Source: an optimization exercise on an open RTL-to-GDS flow (aim: a short achievable clock period and few clock cycles). Production flows keep margins and buffers that such runs may drop.
No functional check of the RTL was part of any run shown here.
No activity file was given, so power comes from the tool's default toggle rates.

--- flow/design.v ---
module pipelined_cpu(
    input clk,
    input rst_n,
    output [15:0]imem_addr,
    input [31:0]imem_rdata,
    output [15:0]dmem_addr,
    output dmem_we,
    output [31:0]dmem_wdata,
    input [31:0]dmem_rdata,
    output debug_wb_have_inst,
    output [31:0]debug_wb_pc,
    output debug_wb_ena,
    output [4:0]debug_wb_reg,
    output [31:0]debug_wb_value
    );
    reg [31:0] pc_f;
    reg [31:0] rf [1:31];
    reg        bt_v   [0:15];
    reg [11:0] bt_tag [0:15];
    reg [15:0] bt_tgt [0:15];
    reg        bt_jal [0:15];
    reg [1:0]  bt_ctr [0:15];
    reg        e_valid, e_squash;
    reg [31:0] e_pc, e_link, e_timm;
    reg [31:0] e_a, e_b, e_sd;
    reg        e_sd_late;
    reg        e_wen, e_ld, e_st, e_br, e_jal, e_jalr, e_pred;
    reg [2:0]  e_f3;
    reg [4:0]  e_rd;
    reg        e_s_add, e_s_sub, e_s_and, e_s_or, e_s_xor, e_s_sll, e_s_srl, e_s_sra, e_s_b, e_s_link;
    reg        m_valid, m_wen, m_ld, m_st, m_br, m_jal, m_taken;
    reg [31:0] m_pc, m_res, m_sd, m_tgt;
    reg [4:0]  m_rd;
    reg        w_valid, w_wen;
    reg [31:0] w_pc, w_val;
    reg [4:0]  w_rd;
    wire [3:0] bidx = pc_f[5:2];
    wire bt_hit = bt_v[bidx] & (bt_tag[bidx] == pc_f[17:6]) & (pc_f[31:18] == 14'd0);
    wire pred_t = bt_hit & (bt_jal[bidx] | bt_ctr[bidx][1]);
    wire [31:0] pc_inc = pc_f + 32'd4;
    wire [31:0] fd_next = pred_t ? {14'd0, bt_tgt[bidx], 2'b00} : pc_inc;
    wire [31:0] inst = imem_rdata;
    wire [6:0] opc = inst[6:0];
    wire is_r    = opc == 7'b0110011;
    wire is_i    = opc == 7'b0010011;
    wire is_ld   = opc == 7'b0000011;
    wire is_st   = opc == 7'b0100011;
    wire is_br   = opc == 7'b1100011;
    wire is_lui  = opc == 7'b0110111;
    wire is_jal  = opc == 7'b1101111;
    wire is_jalr = opc == 7'b1100111;
    wire [2:0] f3 = inst[14:12];
    wire [4:0] rs1 = inst[19:15];
    wire [4:0] rs2 = inst[24:20];
    wire [4:0] rd  = inst[11:7];
    wire [31:0] imm_i = {{20{inst[31]}}, inst[31:20]};
    wire [31:0] imm_s = {{20{inst[31]}}, inst[31:25], inst[11:7]};
    wire [31:0] imm_b = {{19{inst[31]}}, inst[31], inst[7], inst[30:25], inst[11:8], 1'b0};
    wire [31:0] imm_u = {inst[31:12], 12'b0};
    wire [31:0] imm_j = {{11{inst[31]}}, inst[31], inst[19:12], inst[20], inst[30:21], 1'b0};
    wire use_a  = is_r | is_i | is_ld | is_st | is_br | is_jalr;
    wire b_reg  = is_r | is_br;
    wire wen    = is_r | is_i | is_ld | is_lui | is_jal | is_jalr;
    wire [31:0] imm_op = is_st ? imm_s : is_lui ? imm_u : imm_i;
    wire e_v = e_valid & ~e_squash;
    wire [31:0] A  = e_a;
    wire [31:0] B  = e_b;
    wire [31:0] SD = e_sd_late ? dmem_rdata : e_sd;
    wire [31:0] sum  = A + B;
    wire [31:0] diff = A - B;
    wire [31:0] sra_r = $signed(A) >>> B[4:0];
    wire [31:0] e_result =
          ({32{e_s_add}}  & sum)
        | ({32{e_s_sub}}  & diff)
        | ({32{e_s_and}}  & (A & B))
        | ({32{e_s_or}}   & (A | B))
        | ({32{e_s_xor}}  & (A ^ B))
        | ({32{e_s_sll}}  & (A << B[4:0]))
        | ({32{e_s_srl}}  & (A >> B[4:0]))
        | ({32{e_s_sra}}  & sra_r)
        | ({32{e_s_b}}    & B)
        | ({32{e_s_link}} & e_link);
    wire [31:0] tgt_sum = e_pc + e_timm;
    wire [31:0] m_val = m_ld ? dmem_rdata : m_res;
    wire e_fw = e_v & e_wen;
    wire e_m1 = e_fw & (e_rd == rs1) & (rs1 != 5'd0);
    wire e_m2 = e_fw & (e_rd == rs2) & (rs2 != 5'd0);
    wire m_m1 = m_wen & (m_rd == rs1) & (rs1 != 5'd0);
    wire m_m2 = m_wen & (m_rd == rs2) & (rs2 != 5'd0);
    wire [31:0] rf1 = (rs1 == 5'd0) ? 32'd0 : rf[rs1];
    wire [31:0] rf2 = (rs2 == 5'd0) ? 32'd0 : rf[rs2];
    wire [31:0] old1 = m_m1 ? m_val : rf1;
    wire [31:0] old2 = m_m2 ? m_val : rf2;
    wire e1_alu = e_m1 & ~e_ld;
    wire e2_alu = e_m2 & ~e_ld;
    wire stall = e_ld & ((use_a & e_m1) | (b_reg & e_m2));
    wire eq = A == B;
    wire lt = $signed(A) < $signed(B);
    wire taken = (e_f3 == 3'b000) ? eq :
                 (e_f3 == 3'b001) ? ~eq :
                 (e_f3 == 3'b100) ? lt :
                 (e_f3 == 3'b101) ? ~lt : 1'b0;
    wire go = e_jal | (e_br & taken);           
    wire mispred = e_v & (e_jalr | (go != e_pred));
    wire [31:0] redir_pc = e_jalr ? {sum[31:1], 1'b0} : (go ? tgt_sum : e_link);
    always @(posedge clk or negedge rst_n) begin
        if (!rst_n)
            pc_f <= 32'd0;
        else
            pc_f <= mispred ? redir_pc : stall ? pc_f : fd_next;
    end
    wire [3:0] uidx = m_pc[5:2];
    wire u_ok = (m_pc[31:18] == 14'd0) & (m_tgt[31:18] == 14'd0);
    wire u_hit = bt_v[uidx] & (bt_tag[uidx] == m_pc[17:6]);
    wire u_go = m_jal | (m_br & m_taken);
    integer k;
    always @(posedge clk or negedge rst_n) begin
        if (!rst_n) begin
            for (k = 0; k < 16; k = k + 1) bt_v[k] <= 1'b0;
        end else if (u_go & u_ok & ~u_hit) begin
            bt_v[uidx] <= 1'b1;
        end
    end
    always @(posedge clk) begin
        if (u_go & u_ok & ~u_hit) begin
            bt_tag[uidx] <= m_pc[17:6];
            bt_tgt[uidx] <= m_tgt[17:2];
            bt_jal[uidx] <= m_jal;
            bt_ctr[uidx] <= 2'b10;
        end else if (m_br & u_hit) begin
            if (m_taken) begin
                if (bt_ctr[uidx] != 2'b11) bt_ctr[uidx] <= bt_ctr[uidx] + 2'd1;
            end else begin
                if (bt_ctr[uidx] != 2'b00) bt_ctr[uidx] <= bt_ctr[uidx] - 2'd1;
            end
        end
    end
    always @(posedge clk or negedge rst_n) begin
        if (!rst_n) begin
            e_valid <= 1'b0; e_squash <= 1'b0; e_sd_late <= 1'b0;
            e_wen <= 1'b0; e_ld <= 1'b0; e_st <= 1'b0; e_br <= 1'b0; e_jal <= 1'b0; e_jalr <= 1'b0;
            e_pred <= 1'b0; e_f3 <= 3'd0; e_rd <= 5'd0;
            e_s_add <= 1'b0; e_s_sub <= 1'b0; e_s_and <= 1'b0; e_s_or <= 1'b0; e_s_xor <= 1'b0;
            e_s_sll <= 1'b0; e_s_srl <= 1'b0; e_s_sra <= 1'b0; e_s_b <= 1'b0; e_s_link <= 1'b0;
        end else begin
            e_valid <= 1'b1;
            e_squash <= mispred | stall;
            e_sd_late <= e_m2 & e_ld;
            e_wen <= wen; e_ld <= is_ld; e_st <= is_st; e_br <= is_br; e_jal <= is_jal; e_jalr <= is_jalr;
            e_pred <= pred_t;
            e_f3 <= f3; e_rd <= rd;
            e_s_add <= is_ld | is_st | ((is_r | is_i) & f3 == 3'b000 & ~(is_r & inst[30]));
            e_s_sub <= is_r & f3 == 3'b000 & inst[30];
            e_s_and <= (is_r | is_i) & f3 == 3'b111;
            e_s_or  <= (is_r | is_i) & f3 == 3'b110;
            e_s_xor <= (is_r | is_i) & f3 == 3'b100;
            e_s_sll <= (is_r | is_i) & f3 == 3'b001;
            e_s_srl <= (is_r | is_i) & f3 == 3'b101 & ~inst[30];
            e_s_sra <= (is_r | is_i) & f3 == 3'b101 & inst[30];
            e_s_b   <= is_lui;
            e_s_link <= is_jal | is_jalr;
        end
    end
    always @(posedge clk) begin
        e_pc <= pc_f;
        e_link <= pc_inc;
        e_timm <= is_jal ? imm_j : imm_b;
        e_a  <= e1_alu ? e_result : (use_a ? old1 : 32'd0);
        e_b  <= (b_reg & e2_alu) ? e_result : (b_reg ? old2 : imm_op);
        e_sd <= e2_alu ? e_result : old2;
    end
    always @(posedge clk or negedge rst_n) begin
        if (!rst_n) begin
            m_valid <= 1'b0; m_wen <= 1'b0; m_ld <= 1'b0; m_st <= 1'b0; m_br <= 1'b0; m_jal <= 1'b0;
            m_taken <= 1'b0; m_rd <= 5'd0;
        end else begin
            m_valid <= e_v;
            m_wen <= e_v & e_wen;
            m_ld <= e_v & e_ld;
            m_st <= e_v & e_st;
            m_br <= e_v & e_br;
            m_jal <= e_v & e_jal;
            m_taken <= taken;
            m_rd <= e_rd;
        end
    end
    always @(posedge clk) begin
        m_pc <= e_pc;
        m_res <= e_result;
        m_sd <= SD;
        m_tgt <= tgt_sum;
    end
    always @(posedge clk) begin
        if (m_wen && m_rd != 5'd0)
            rf[m_rd] <= m_val;
    end
    always @(posedge clk or negedge rst_n) begin
        if (!rst_n) begin
            w_valid <= 1'b0; w_wen <= 1'b0; w_rd <= 5'd0;
        end else begin
            w_valid <= m_valid;
            w_wen <= m_wen;
            w_rd <= m_rd;
        end
    end
    always @(posedge clk) begin
        w_pc <= m_pc;
        w_val <= m_val;
    end
    assign imem_addr = pc_f[17:2];
    assign dmem_addr = m_res[17:2];
    assign dmem_we = m_st;
    assign dmem_wdata = m_sd;
    assign debug_wb_have_inst = w_valid;
    assign debug_wb_pc = w_pc;
    assign debug_wb_ena = w_wen;
    assign debug_wb_reg = w_rd;
    assign debug_wb_value = w_val;
endmodule
--- flow/run.sh ---
#!/bin/bash
# synth_recipe.tcl (not shown) runs the flow's synth.tcl, then flattens the netlist and writes it again
# the make line also repeats each setting of config.mk as NAME=value (left out here)
make -C /OpenROAD-flow-scripts/flow DESIGN_CONFIG=/design/flow/config.mk WORK_HOME=/design/flow/orfs CLKGATE_MAP_FILE= SYNTH_SCRIPT=/design/flow/synth_recipe.tcl finish
--- flow/config.mk ---
export PLATFORM = sky130hd
export DESIGN_NAME = pipelined_cpu
export DESIGN_NICKNAME = pipelined_cpu
export VERILOG_FILES = /design/flow/design.v
export SDC_FILE = /design/flow/constraint.sdc
export NUM_CORES = 8
export LEC_CHECK = 0
export CAP_MARGIN = 20
export CORE_MARGIN = 2
export CORE_UTILIZATION = 40
export SETUP_SLACK_MARGIN = 5
export SLEW_MARGIN = 20
--- flow/constraint.sdc ---
create_clock -name core_clock -period 9.0 [get_ports {clk}]
set_input_delay 1.8000 -clock core_clock [delete_from_list [all_inputs] [get_ports {clk}]]
set_output_delay 1.8000 -clock core_clock [all_outputs]
set_load 0.01 [all_outputs]
==> results of run 1 <==
==> flip-flops by register name (all words and copies together), names as in the netlist, 20 cells and up <==
register	flops
rf	992
bt_tgt	256
bt_tag	192
bt_ctr	32
e_a	32
e_b	32
e_link	32
e_sd	32
m_res	32
m_sd	32
pc_f	32
w_pc	32
w_val	32
m_pc	31
m_tgt	31
e_pc	30
e_timm	20
==> timing repair <==
item                       CTS  global route
setup buffers               55            18
gates cloned                13             6
pin swaps                   22            13
resized for setup          230           130
setup endpoints to repair  720           359
==> worst min path at each step <==
stage	start	to	slack (ps)	cells after the start
6_report	m_tgt[0]$_DFF_P_	w_pc[0]$_DFF_P_	340	0
5_1_grt	m_tgt[0]$_DFF_P_	w_pc[0]$_DFF_P_	350	0
4_1_cts	m_tgt[0]$_DFF_P_	w_pc[0]$_DFF_P_	340	0
3_5_place_dp	m_tgt[0]$_DFF_P_	w_pc[0]$_DFF_P_	320	0
3_3_place_gp	m_tgt[0]$_DFF_P_	w_pc[0]$_DFF_P_	320	0
2_1_floorplan	m_tgt[0]$_DFF_P_	w_pc[0]$_DFF_P_	310	0
==> critical path, cell delays in order (launching register included) <==
cell       delay [ps]
dfrtp_1           620
and2_1            450
nand2_1           630
nand3_1           430
a21oi_1           270
o21ai_0           110
a21oi_1           450
o2111ai_1         260
buf_4             260
o21a_1            230
nand2_1            70
o21ai_0            80
==> cell usage after synthesis, types with 21 or more instances <==
| cell type | n | area, µm² |
|---|---|---|
| edfxtp_1 | 1488 | 44680 |
| mux4_2 | 802 | 18060 |
| dfxtp_1 | 368 | 7367 |
| nor2_1 | 338 | 1269 |
| a21oi_1 | 285 | 1426 |
| mux2i_1 | 262 | 2623 |
| clkbuf_1 | 240 | 900.9 |
| nand2_1 | 212 | 795.8 |
| inv_1 | 164 | 615.6 |
| ha_1 | 133 | 1664 |
| o21ai_0 | 133 | 665.6 |
| buf_1 | 109 | 409.1 |
| dfrtp_1 | 95 | 2377 |
| xnor2_1 | 92 | 805.8 |
| a211oi_1 | 81 | 608.1 |
| nor3_1 | 73 | 365.4 |
| mux2_2 | 70 | 788.3 |
| nand3_1 | 67 | 335.3 |
| buf_2 | 64 | 320.3 |
| o22ai_1 | 61 | 381.6 |
| a21o_1 | 45 | 337.8 |
| xor2_1 | 45 | 394.1 |
| buf_4 | 41 | 307.8 |
| a221oi_1 | 38 | 332.8 |
| o21a_1 | 38 | 285.3 |
| nor4_1 | 31 | 193.9 |
| o211ai_1 | 31 | 232.7 |
| a22oi_1 | 29 | 217.7 |
| and2_1 | 29 | 181.4 |
| or3_1 | 28 | 175.2 |
| nand4_1 | 24 | 150.1 |
| and3_1 | 22 | 137.6 |
| o21bai_1 | 22 | 165.2 |
| o221ai_1 | 22 | 192.7 |
| nor2b_1 | 21 | 131.4 |
==> kinds of logic (layout without fill, tap and decap cells) <==
family / Yosys count / after routing / synth area share, %
adders and majority gates: 136 / 136 / 1.854
muxes: 1141 / 1141 / 23.21
buffers and inverters: 632 / 990 / 2.859
AOI/OAI and AO/OA: 1020 / 1021 / 7.454
and+or+nand+nor: 939 / 939 / 4.796
other: 1 / 14 / 0.004033
xor gates and xnor gates: 137 / 137 / 1.290
DFF: 1951 / 1951 / 58.54
==> routing by layer <==
layer,vias to the layer above,wire (µm)
li1,24376,-
met1,31734,124000
met2,3366,156200
met3,694,27180
met4,2,19000
met5,-,13
==> power by group through the flow <==
stage / logic, µW / clock network (µW) / registers, µW
floorplan: 2740 / 0 / 10800
global placement: 4000 / 0 / 11200
global route: 4870 / 8980 / 11000
CTS: 4520 / 8640 / 11000
finish: 4690 / 8530 / 11000
detailed placement: 4000 / 0 / 11200
==> stage by stage <==
stage | cell area (µm²) | utilization (%) | total power (µW) | std cells
finish | 108000 | 46.86 | 24210 | 9355
global route | 108000 | 46.86 | 24880 | 9351
CTS | 107200 | 46.49 | 24130 | 9318
detailed placement | 98400 | 42.68 | 15250 | 8868
global placement | 98400 | 42.68 | 15220 | 8868
floorplan | 93310 | - | 13540 | 5957
==> area by class of cell <==
class | count | area, µm²
antenna | 13 | 32.53
clock buffer | 283 | 5699
clock inverter | 99 | 1094
fill | 19540 | 122500
inverter | 171 | 669.4
multi-input combinational | 3375 | 37230
sequential | 1951 | 54520
tap | 3026 | 3786
timing repair buffer | 437 | 5020
==> run_results.csv, run 1 <==
group,metric,value,unit
placed_design,post-place-ws,3311,ps
sta,setup_tns,0,ps
global_route,antenna_found_initial,24,
floorplanning,core,230600,µm²
sta,grt_setup_unrepaired,"true",
sta,hold_viol,0,
setup_path,crit_type,"reg2reg",
cells_and_area,layout-drive-gt1-share,27.26,%
placed_design,port_buffers,201,
synth,synth_seq_cells,1951,
pwr,p_comb_share,19.4,%
route,route.vias.total,60172,
route,wl_per_cell,34.89,µm
setup_path,rr_worst_depth,11,
sta,finClkSkew,84.10,ps
sta,worst_pin_slew,1145,ps
pwr,swShare,29.07,%
synth,synth_flop_cell,"edfxtp_1",
setup_path,reg2reg_to,"e_b[16]$_DFF_P_",
sta,setup_viol,0,
setup_path,r2r_slack,4990,ps
cells_and_area,nNetsFinal,6342,
synth,postSynthAreaPerCell,15.61,µm²
synth,synth-edff-count,1488,
setup_path,crit_path_start,"e_s_sra$_DFF_PN0_",
setup_path,worstSetupEndpointType,"flip-flop",
setup_path,cp_max_fo,14,
hold_path,hold_class,"reg2reg",
sta,max_freq,249.5,MHz
clocking,numCtsBuffers,204,
clocking,clock-sinks,1951,
pwr,power.density,224.1,nW/µm²
synth,yosys_warnings,2,
floorplanning,rows,176,
setup_path,timing.rr.start,"e_s_sra$_DFF_PN0_",
global_route,overflow,0,
synth,synth.distinct_cells,101,
synth,syn-num-nets,6159,
job,maxCapViolCount,0,
clocking,clkTransAtPathRegs,70,ps
floorplanning,die_x,486.1,µm
setup_path,crit_arrival,4750,ps
placed_design,hpwlAfterDp,201400,µm
synth,synth.yosys.seq_area_share,58.54,%
sta,slew_headroom,23.15,%
route,antenna_left,0,
pwr,vdd_drop_max,0.2197,mV
placed_design,routabilityCongestion,0.9650,
route,route.detailed.drc,0,
sta,setup_ws,4992,ps
pwr,seqPwrFrac,45.4,%
setup_path,crit_end,"e_b[16]$_DFF_P_",
global_route,track_usage,27.01,%
global_route,met3_usage,4.540,%
clocking,cts_tree,"built",
clocking,clockRootBuffer,"clkbuf_16",
global_route,first_global_vias,59012,
global_route,grt_pass1_wl,454300,µm
cells_and_area,area_growth,16.20,%
route,drt-initial-drc-count,7908,
sta,finalCritPeriodShare,44.53,%
clocking,cts_buffer_depth,3,
pwr,p_int,17170,µW
route,wl,326400,µm
sta,hold_ws,339.6,ps
floorplanning,die-area,236300,µm²
route,viasPerCell,6.432,
cells_and_area,mostFrequentLayoutCell,"edfxtp_1",
floorplanning,io_pins,202,
clocking,cts_hold_buf,0,
clocking,cts-htree-levels,4,
pwr,p_switching,7038,µW
cells_and_area,final_cell_mix,"edfxtp_1 (1488), mux4_2 (802), dfxtp_1 (340)",
clocking,clk_latency,880,ps
global_route,grt_most_used_layer,"met2",
global_route,grt_max_degree,95,
synth,netlist_instances,5957,
pwr,total_leakage_power,0.03699,µW
status,status,"no timing/DRC/antenna violations",
setup_path,required,9740,ps
global_route,use_met2,43.50,%
setup_path,cp-start-kind,"flip-flop",
global_route,use_met1,35.13,%
synth,syn_area,92980,µm²
floorplanning,dieHeight,486.1,µm
route,dr.pass1.iters,8,
sta,drv_slew,0,
sta,fin_crit,4008,ps
pwr,clkPwrFrac,35.2,%
synth,synthArstFlopShare,4.869,%
floorplanning,start_util,40.33,%
==> run 2, diff against run 1 <==
==> flow/flow/run.sh (new file) <==
#!/bin/bash
# Standard layout, with timing repair aimed at a tighter setup margin.
set -euo pipefail
bash standard.sh SETUP_SLACK_MARGIN=6.5 finish > standard_flow.log 2>&1
==> flow/standard.sh (new file) <==
#!/bin/bash
# synth_recipe.tcl (not shown) runs the flow's synth.tcl, then flattens the netlist and writes it again
# the make line also repeats each setting of config.mk as NAME=value (left out here)
make -C /OpenROAD-flow-scripts/flow DESIGN_CONFIG=/design/flow/config.mk WORK_HOME=/design/flow/orfs CLKGATE_MAP_FILE= SYNTH_SCRIPT=/design/flow/synth_recipe.tcl "${@:-finish}"
--- a/flow/config.mk
+++ b/flow/config.mk
@@ -9,4 +9,3 @@
 export CORE_MARGIN = 2
 export CORE_UTILIZATION = 40
-export SETUP_SLACK_MARGIN = 5
 export SLEW_MARGIN = 20
removed: flow/run.sh
==> run 2 against run 1 <==
Net effect: setup slack gained 8.2 ps; sequential power is essentially flat; clock skew grew 35 ps; clock power grew 1%; synthesized cell count is the same; flip-flop and latch count is the same; first-iteration DRC count grew 15%.
==> run_results.csv, run 2 <==
group,metric,value,unit
pwr,p_switching,7553,µW
global_route,grt_pass1_wl,505100,µm
floorplanning,core,230600,µm²
setup_path,required,9830,ps
placed_design,dp.cells,8866,
floorplanning,die_x,486.1,µm
route,dr.pass1.iters,7,
global_route,antenna_found_initial,20,
setup_path,crit_type,"reg2reg",
pwr,p_comb_share,22.5,%
pwr,power.density,208.7,nW/µm²
cells_and_area,layout.cells.non_filler,9988,
floorplanning,die-area,236300,µm²
cells_and_area,final_cell_mix,"edfxtp_1 (1488), mux4_2 (802), buf_4 (400)",
route,viasPerCell,6.585,
clocking,clk_latency,900,ps
placed_design,routabilityCongestion,0.9478,
cells_and_area,largest-register,"rf",
route,wl_per_cell,37.26,µm
setup_path,worstSetupEndpointType,"flip-flop",
placed_design,hpwlAfterDp,205300,µm
cells_and_area,largest_register_ffs,992,
global_route,track_usage,30.49,%
sta,setup_viol,0,
synth,postSynthAreaPerCell,15.61,µm²
setup_path,cp-start-kind,"flip-flop",
route,route.detailed.drc,0,
synth,synthArstFlopShare,4.869,%
cells_and_area,mostFrequentLayoutCell,"edfxtp_1",
sta,max_freq,250.0,MHz
clocking,cts_tree,"built",
cells_and_area,top_regs,"rf (992), bt_tgt (256), bt_tag (192)",
floorplanning,start_util,40.33,%
pwr,swShare,29.81,%
floorplanning,io_pins,202,
synth,synth.distinct_cells,101,
synth,syn-num-nets,6159,
sta,finalCritPeriodShare,44.44,%
placed_design,post-place-ws,3413,ps
synth,synth.yosys.seq_area_share,58.54,%
route,drt-initial-drc-count,9084,
synth,netlist_instances,5957,
setup_path,cp_max_fo,21,
placed_design,port_buffers,201,
clocking,clkTransAtPathRegs,70,ps
sta,fin_crit,4000,ps
global_route,overflow,0,
hold_path,hold_class,"reg2reg",
synth,synth-edff-count,1488,
route,antenna_left,0,
sta,setup_tns,0,ps
clocking,cts_buffer_depth,3,
sta,slew_headroom,30.10,%
cells_and_area,final_area,121400,µm²
setup_path,crit_arrival,4830,ps
route,route.vias.total,65768,
synth,synth_flop_cell,"edfxtp_1",
pwr,clkPwrFrac,34.2,%
pwr,seqPwrFrac,43.4,%
synth,synth.most_common_cell,"edfxtp_1",
clocking,cts-htree-levels,4,
synth,synthTopCellsByArea,"edfxtp_1 (48%), mux4_2 (19%), dfxtp_1 (7.9%)",
sta,hold_viol,0,
global_route,grt_max_degree,64,
pwr,total_leakage_power,0.04285,µW
clocking,clockRootBuffer,"clkbuf_16",
cells_and_area,layout-drive-gt1-share,44.35,%
sta,setup_ws,5000,ps
placed_design,dpl-instance-area,99340,µm²
cells_and_area,nNetsFinal,6978,
sta,worst_pin_slew,1049,ps
synth,yosys_warnings,2,
sta,drv_slew,0,
job,maxCapViolCount,0,
global_route,first_global_vias,63262,
route,wl,372100,µm
cells_and_area,area_growth,30.56,%
sta,grt_setup_unrepaired,"true",
floorplanning,dieHeight,486.1,µm
synth,synth_seq_cells,1951,
clocking,numCtsBuffers,202,
floorplanning,rows,176,
clocking,clock-sinks,1951,
synth,synthTopCellsByCount,"edfxtp_1 (1488), mux4_2 (802), dfxtp_1 (368)",
sta,finClkSkew,119.2,ps
status,status,"no timing/DRC/antenna violations",
pwr,p_int,17780,µW
synth,yosysTopAreaCellShare,48.06,%
pwr,vdd_drop_max,0.1974,mV
synth,syn_area,92980,µm²
clocking,cts_hold_buf,0,
synth,synth_top_area_cell,"edfxtp_1",
==> run 2: cell count changes in the layout (fill, tap and decap cells not counted), sizes merged, moves of 3 or more <==
cell | before | now
buf | 231 | 975
bufbuf | 10 | 22
inv | 174 | 169
clkbuf | 289 | 311
clkinv | 72 | 77
clkdlybuf4s50 | 189 | 43
or3b | 4 | 7
diode | 13 | 4
==> run 2: final cells by class <==
cell class                      instances  area (µm²)
Clock inverter                         97        1182
Clock buffer                          289        5705
Timing Repair Buffer                 1066       14080
Inverter                              171       779.5
Antenna cell                            4       10.01
Sequential cell                      1951       54790
Tap cell                             3026        3786
Timing Repair inverter                  2       27.53
Fill cell                           18125      109200
Multi-Input combinational cell       3382       41030
==> run 2: power by group through the flow <==
stage               Clock, µW  Sequential (µW)  Combinational [µW]
detailed placement          0            11200                4130
finish                   8650            11000                5690
global placement            0            11200                4110
floorplan                   0            10800                2930
CTS                      8710            11000                5300
global route             9090            11000                5850
==> run 2: worst paths after layout <==
| check | start | to | slack [ps] | cells past startpoint |
|---|---|---|---|---|
| setup reg to reg | pc_f[2]$_DFFE_PN0P_ | pc_f[2]$_DFFE_PN0P_ | 5000 | 17 |
| max in group asynchronous | rst_n | w_rd[1]$_DFF_PN0_ | 6840 | 2 |
| min in group asynchronous | rst_n | bt_v[15]$_DFFE_PN0P_ | 940 | 1 |
| hold reg to reg | m_tgt[0]$_DFF_P_ | w_pc[0]$_DFF_P_ | 330 | 0 |
| setup / recovery | pc_f[2]$_DFFE_PN0P_ | pc_f[2]$_DFFE_PN0P_ | 5000 | 17 |
| hold / removal | m_tgt[0]$_DFF_P_ | w_pc[0]$_DFF_P_ | 330 | 0 |
==> run 2: cell families after synthesis <==
| kind of cell | synth area share, % |
|---|---|
| flip-flops | 58.54 |
| multiplexers | 23.21 |
| AO/OA/AOI/OAI | 7.454 |
| AND/OR/NAND/NOR | 4.796 |
| buffers and inverters | 2.859 |
| XOR/XNOR | 1.290 |
| adder cells (fa/ha/maj) | 1.854 |
| other | 0.004033 |
==> run 2: metal layers <==
layer | routed length [µm] | share of wire (%) | GRT usage [%]
met5 | 78 | 0.021 | 0
met1 | 133500 | 36 | 38.80
met2 | 172300 | 46 | 48.12
met4 | 27170 | 7.3 | 17.39
met3 | 39000 | 10 | 6.969
==> run 2: critical path: stages (launching register included) <==
cell,delay [ps]
dfrtp_4,570
buf_12,180
buf_16,170
mux2i_1,140
a22oi_1,520
a21boi_0,290
or3_1,420
a21oi_1,160
a31oi_1,140
nor4_4,350
buf_6,160
buf_6,90
buf_8,120
buf_6,110
buf_16,120
a21oi_2,50
o21ai_1,150
a22o_1,150
==> run 2: stage by stage <==
step	hold WS (ps)	util [%]	power (µW)
6_report	329.0	52.65	25340
5_1_grt	339.3	52.65	25950
4_1_cts	327.8	51.27	24970
3_5_place_dp	315.0	43.09	15370
3_3_place_gp	316.0	43.07	15330
2_1_floorplan	309.6	-	13720
==> run 2: what timing repair did <==
action,4_1_cts,5_1_grt
pin swaps,226,155
buffers inserted,458,143
setup endpoints to repair,2240,1073
gates cloned,107,24
resized for setup,1856,332
==> run 3, diff against run 2 <==
--- a/flow/design.v
+++ b/flow/design.v
@@ -15,5 +15,7 @@
     );
     reg [31:0] pc_f;
-    reg [31:0] rf [1:31];
+    reg [32*32-1:0] rfv;        
+    reg [15:0] imem_q_n;        
+    reg [15:0] dmem_q_n;        
     reg        bt_v   [0:15];
     reg [11:0] bt_tag [0:15];
@@ -35,9 +37,18 @@
     reg [31:0] w_pc, w_val;
     reg [4:0]  w_rd;
-    wire [3:0] bidx = pc_f[5:2];
-    wire bt_hit = bt_v[bidx] & (bt_tag[bidx] == pc_f[17:6]) & (pc_f[31:18] == 14'd0);
-    wire pred_t = bt_hit & (bt_jal[bidx] | bt_ctr[bidx][1]);
+    wire [15:0] bsel = 16'd1 << pc_f[5:2];
+    reg [15:0] bt_take;
+    reg [15:0] pred_tgt;
+    integer j;
+    always @* begin
+        pred_tgt = 16'd0;
+        for (j = 0; j < 16; j = j + 1) begin
+            bt_take[j] = bsel[j] & bt_v[j] & (bt_tag[j] == pc_f[17:6]) & (bt_jal[j] | bt_ctr[j][1]);
+            pred_tgt = pred_tgt | ({16{bsel[j]}} & bt_tgt[j]);
+        end
+    end
+    wire pred_t = (|bt_take) & (pc_f[31:18] == 14'd0);
     wire [31:0] pc_inc = pc_f + 32'd4;
-    wire [31:0] fd_next = pred_t ? {14'd0, bt_tgt[bidx], 2'b00} : pc_inc;
+    wire [31:0] fd_next = pred_t ? {14'd0, pred_tgt, 2'b00} : pc_inc;
     wire [31:0] inst = imem_rdata;
     wire [6:0] opc = inst[6:0];
@@ -88,6 +99,15 @@
     wire m_m1 = m_wen & (m_rd == rs1) & (rs1 != 5'd0);
     wire m_m2 = m_wen & (m_rd == rs2) & (rs2 != 5'd0);
-    wire [31:0] rf1 = (rs1 == 5'd0) ? 32'd0 : rf[rs1];
-    wire [31:0] rf2 = (rs2 == 5'd0) ? 32'd0 : rf[rs2];
+    wire [31:0] dec1 = 32'd1 << rs1;
+    wire [31:0] dec2 = 32'd1 << rs2;
+    reg [31:0] rf1, rf2;
+    always @* begin
+        rf1 = 32'd0;
+        rf2 = 32'd0;
+        for (j = 1; j < 32; j = j + 1) begin
+            rf1 = rf1 | ({32{dec1[j]}} & rfv[32*j +: 32]);
+            rf2 = rf2 | ({32{dec2[j]}} & rfv[32*j +: 32]);
+        end
+    end
     wire [31:0] old1 = m_m1 ? m_val : rf1;
     wire [31:0] old2 = m_m2 ? m_val : rf2;
@@ -104,9 +124,13 @@
     wire mispred = e_v & (e_jalr | (go != e_pred));
     wire [31:0] redir_pc = e_jalr ? {sum[31:1], 1'b0} : (go ? tgt_sum : e_link);
-    always @(posedge clk or negedge rst_n) begin
-        if (!rst_n)
+    wire [31:0] pc_next = mispred ? redir_pc : stall ? pc_f : fd_next;
+    always @(posedge clk or negedge rst_n) begin
+        if (!rst_n) begin
             pc_f <= 32'd0;
-        else
-            pc_f <= mispred ? redir_pc : stall ? pc_f : fd_next;
+            imem_q_n <= 16'hffff;
+        end else begin
+            pc_f <= pc_next;
+            imem_q_n <= ~pc_next[17:2];
+        end
     end
     wire [3:0] uidx = m_pc[5:2];
@@ -188,10 +212,13 @@
         m_pc <= e_pc;
         m_res <= e_result;
+        dmem_q_n <= ~e_result[17:2];
         m_sd <= SD;
         m_tgt <= tgt_sum;
     end
-    always @(posedge clk) begin
-        if (m_wen && m_rd != 5'd0)
-            rf[m_rd] <= m_val;
+    wire [31:0] decw = 32'd1 << m_rd;
+    always @(posedge clk) begin
+        for (j = 1; j < 32; j = j + 1)
+            if (m_wen && decw[j])
+                rfv[32*j +: 32] <= m_val;
     end
     always @(posedge clk or negedge rst_n) begin
@@ -208,6 +235,6 @@
         w_val <= m_val;
     end
-    assign imem_addr = pc_f[17:2];
-    assign dmem_addr = m_res[17:2];
+    assign imem_addr = ~imem_q_n;
+    assign dmem_addr = ~dmem_q_n;
     assign dmem_we = m_st;
     assign dmem_wdata = m_sd;
==> flow/run.sh (new file) <==
#!/bin/bash
# synth_recipe.tcl (not shown) runs the flow's synth.tcl, then flattens the netlist and writes it again
# the make line also repeats each setting of config.mk as NAME=value (left out here)
make -C /OpenROAD-flow-scripts/flow DESIGN_CONFIG=/design/flow/config.mk WORK_HOME=/design/flow/orfs CLKGATE_MAP_FILE= SYNTH_SCRIPT=/design/flow/synth_recipe.tcl finish
--- a/flow/config.mk
+++ b/flow/config.mk
@@ -9,3 +9,4 @@
 export CORE_MARGIN = 2
 export CORE_UTILIZATION = 40
+export SETUP_SLACK_MARGIN = 5
 export SLEW_MARGIN = 20
removed: flow/flow/run.sh
removed: flow/standard.sh
==> run 3 against run 2 <==
Net effect: still clean; hold slack improved by 12 ps; register-to-register slack got worse by 20 ps; final cell count increased by 4.0%; critical path depth is 6 lower; non-clock buffer count down 443; critical path type is now in2reg; largest cell class unchanged; largest power group unchanged.
==> run_results.csv, run 3 <==
group,metric,value,unit
clocking,cts_hold_buf,0,
synth,yosysTopAreaCellShare,50.13,%
setup_path,cp-start-kind,"primary input",
synth,synth_flop_cell,"edfxtp_1",
route,viasPerCell,7.056,
sta,worst_pin_slew,1257,ps
global_route,grt_max_degree,69,
global_route,track_usage,36.00,%
pwr,clkPwrFrac,39.6,%
synth,synth_top_area_cell,"edfxtp_1",
synth,synthMuxAreaShare,5.884,%
pwr,p_int,16850,µW
sta,drv_slew,0,
cells_and_area,largest_register_ffs,992,
cells_and_area,layout.cells.non_filler,10390,
synth,synthTopCellsByCount,"edfxtp_1 (1488), a22oi_1 (694), dfxtp_1 (384)",
floorplanning,rows,173,
cells_and_area,layout-drive-gt1-share,19.44,%
synth,netlist_instances,6854,
placed_design,dp.cells,9791,
pwr,vdd_drop_max,0.1910,mV
pwr,p_switching,6257,µW
synth,synth_xor_area_share,3.213,%
global_route,first_global_vias,68574,
floorplanning,dieHeight,476.1,µm
cells_and_area,area_growth,19.57,%
setup_path,cpPeakStageDelay,520,ps
cells_and_area,fillers,19358,
setup_path,crit_family,"simple AND/OR/NAND/NOR gates",
hold_path,hold_class,"reg2reg",
synth,synthArstFlopShare,5.598,%
synth,syn_area,89130,µm²
pwr,total_leakage_power,0.03702,µW
route,wl_per_cell,40.60,µm
cells_and_area,seq_area,55290,µm²
synth,synth_compound_area_share,16.08,%
sta,finalCritPeriodShare,46.42,%
global_route,grt_pass1_wl,565100,µm
clocking,clk_latency,880,ps
status,status,"no timing/DRC/antenna violations",
setup_path,cp_common_cell,"nand3_1",
sta,finClkSkew,65.10,ps
floorplanning,core,221900,µm²
setup_path,crit_buf_inv,3,
global_route,overflow,0,
clocking,numCtsBuffers,203,
placed_design,routabilityCongestion,1.026,
sta,hold_viol,0,
cells_and_area,final_cell_mix,"edfxtp_1 (1488), a22oi_1 (694), nand2_1 (376)",
synth,synthTopCellsByArea,"edfxtp_1 (50%), dfxtp_1 (8.6%), a22oi_1 (5.8%)",
pwr,swShare,27.08,%
synth,synth_top_family_by_area,"compound AO/OA/AOI/OAI gates",
sta,fin_crit,4178,ps
clocking,cts_tree,"built",
floorplanning,start_util,40.17,%
sta,setup_tns,0,ps
route,route.detailed.drc,0,
cells_and_area,mostFrequentLayoutCell,"edfxtp_1",
floorplanning,die_x,476.1,µm
route,wl,421800,µm
pwr,p_comb_share,14.3,%
job,maxCapViolCount,0,
cells_and_area,multiInputGateArea,33320,µm²
sta,setup_ws,4822,ps
clocking,clock-sinks,1983,
sta,grt_setup_unrepaired,"true",
pwr,seqPwrFrac,46.0,%
cells_and_area,top_regs,"rfv (992), bt_tgt (256), bt_tag (192)",
sta,slew_headroom,15.87,%
synth,postSynthAreaPerCell,13.00,µm²
route,drt-initial-drc-count,15801,
global_route,antenna_found_initial,39,
setup_path,crit_type,"in2reg",
setup_path,slowest_stage,"nand3_1",
synth,synth.most_common_cell,"edfxtp_1",
clocking,clkTransAtPathRegs,60,ps
pwr,power.density,216.8,nW/µm²
synth,synth-simple-area-share,8.017,%
synth,synth_seq_cells,1983,
route,dr.pass1.iters,15,
setup_path,path_cells,"clkdlybuf4s18_2, nand3b_1, buf_12, nor2_4, buf_4, a222oi_1, nand3_1, nor3_1, nand3_1, a22o_1, o21a_1",
setup_path,crit_arrival,4940,ps
setup_path,cp_max_fo,15,
floorplanning,die-area,226600,µm²
synth,synth-edff-count,1488,
cells_and_area,nNetsFinal,7412,
placed_design,post-place-ws,2859,ps
placed_design,port_buffers,201,
clocking,clockRootBuffer,"clkbuf_16",
clocking,cts_buffer_depth,3,
sta,hold_ws,340.8,ps
sta,max_freq,239.4,MHz
route,route.vias.total,73315,
floorplanning,io_pins,202,
setup_path,required,9760,ps
placed_design,hpwlAfterDp,257700,µm
cells_and_area,final_area,106600,µm²
placed_design,dpl-instance-area,95800,µm²
route,antenna_left,0,
synth,syn-num-nets,7058,
synth,synth_fa_ha_area_share,1.962,%
synth,synth.distinct_cells,93,
cells_and_area,largest-register,"rfv",
sta,setup_viol,0,
clocking,cts-htree-levels,4,
synth,yosys_warnings,2,
setup_path,worstSetupEndpointType,"flip-flop",
synth,synth.yosys.seq_area_share,61.89,%
## run 3: cell types whose count changed after synthesis, sizes merged, moves of 75 or more
cell    delta
nand2    +170
a21oi     -95
mux2      +75
a22oi    +664
buf      -125
nand4    +153
a221oi   +149
mux2i    -161
mux4     -690
a22o     +160
clkbuf   +141
xor2     +142
nand3     +89
## run 3: per-layer routing
metal  routed length (µm)  track usage [%]  up-vias
li1                     -                -    27934
met1               142200            43.24    35707
met2               174300            51.98     7280
met3                63060            14.47     2358
met4                41770            26.55       36
met5                  471           0.3412        -
## run 3: final cells by class
type | instances | area share (%)
clock buffer | 278 | 5.409
timing repair inverter | 1 | 0.008218
multi-input combinational | 4214 | 31.26
clock inverter | 104 | 1.415
sequential | 1983 | 51.87
timing repair buffer | 623 | 5.802
tap | 2975 | 3.493
antenna | 30 | 0.07044
inverter | 182 | 0.6692
## run 3: cell families after synthesis
family / count (synthesis)
AO/OA/AOI/OAI: 1931
XOR/XNOR: 327
adder cells (fa/ha/maj): 138
buffers and inverters: 659
flip-flops: 1983
multiplexers: 365
other: 1
AND/OR/NAND/NOR: 1450
## run 3: timing repair
| action | 4_1_cts | 5_1_grt |
|---|---|---|
| endpoints found under the setup margin | 732 | 289 |
| endpoints found under the hold margin | 0 | 0 |
| pin swaps | 53 | 21 |
| buffers inserted | 119 | 56 |
| resized for setup | 271 | 162 |
| gates cloned | 4 | 7 |
## run 3: path summary, 6_finish.rpt
check | startpoint | endpoint | slack (ps) | cells past startpoint
worst max-delay path | imem_rdata[24] | e_b[26]$_DFF_P_ | 4820 | 11
worst min-delay path | m_tgt[0]$_DFF_P_ | w_pc[0]$_DFF_P_ | 340 | 0
worst max register to register | e_a[1]$_DFF_P_ | e_a[13]$_DFF_P_ | 4980 | 11
worst min register to register | m_tgt[0]$_DFF_P_ | w_pc[0]$_DFF_P_ | 340 | 0
max in group asynchronous | rst_n | e_sd_late$_DFF_PN0_ | 6710 | 2
min in group asynchronous | rst_n | bt_v[2]$_DFFE_PN0P_ | 920 | 1
## run 3: power groups by stage
stage,logic [µW],registers (µW),clock network (µW)
after floorplan,1710,10600,0
after global placement,2900,10800,0
after detailed placement,2910,10800,0
after CTS,3100,10600,9180
after global routing,3410,10600,9550
final,3320,10600,9160
## run 3: stage by stage
step           total power, µW  utilization (%)
2_1_floorplan            12320                -
3_3_place_gp             13720            43.11
3_5_place_dp             13740            43.18
4_1_cts                  22890            47.44
5_1_grt                  23610            48.01
6_report                 23110            48.04

[separate check: timing with driven ports]
In the flow no input, the clock included, has a driving cell. The finished layouts below were timed again as built, in two steps. Step 1: set_driving_cell puts a clkbuf_16 on clk and a buf_2 on each other input, an assumption about the parent block. Step 2 moves the port delays by t, midway between the first and last clock arrival at a register: inputs arrive t later, outputs are due t later. That takes back most of the time a late clock gives input paths. a / b / c = ideal / step 1 / step 2; a / b = the first two.
run | shift t [ns] | slack for setup (ns) | slew at the worst register clock pin (ns) | worst data-port slew with drivers (ns)
run 1 | 0.936 | 4.992 / 4.951 / 4.025 | 0.08 / 0.08 | 0.21
run 2 | 0.932 | 5.000 / 5.000 / 4.219 | 0.07 / 0.07 | 0.59
run 3 | 0.945 | 4.822 / 4.762 / 3.817 | 0.07 / 0.07 | 0.24
After both steps every run listed still meets setup and hold. For run 3, which loses most, drivers alone change the setup slack by -0.060 ns; drivers and shift together by -1.005 ns.
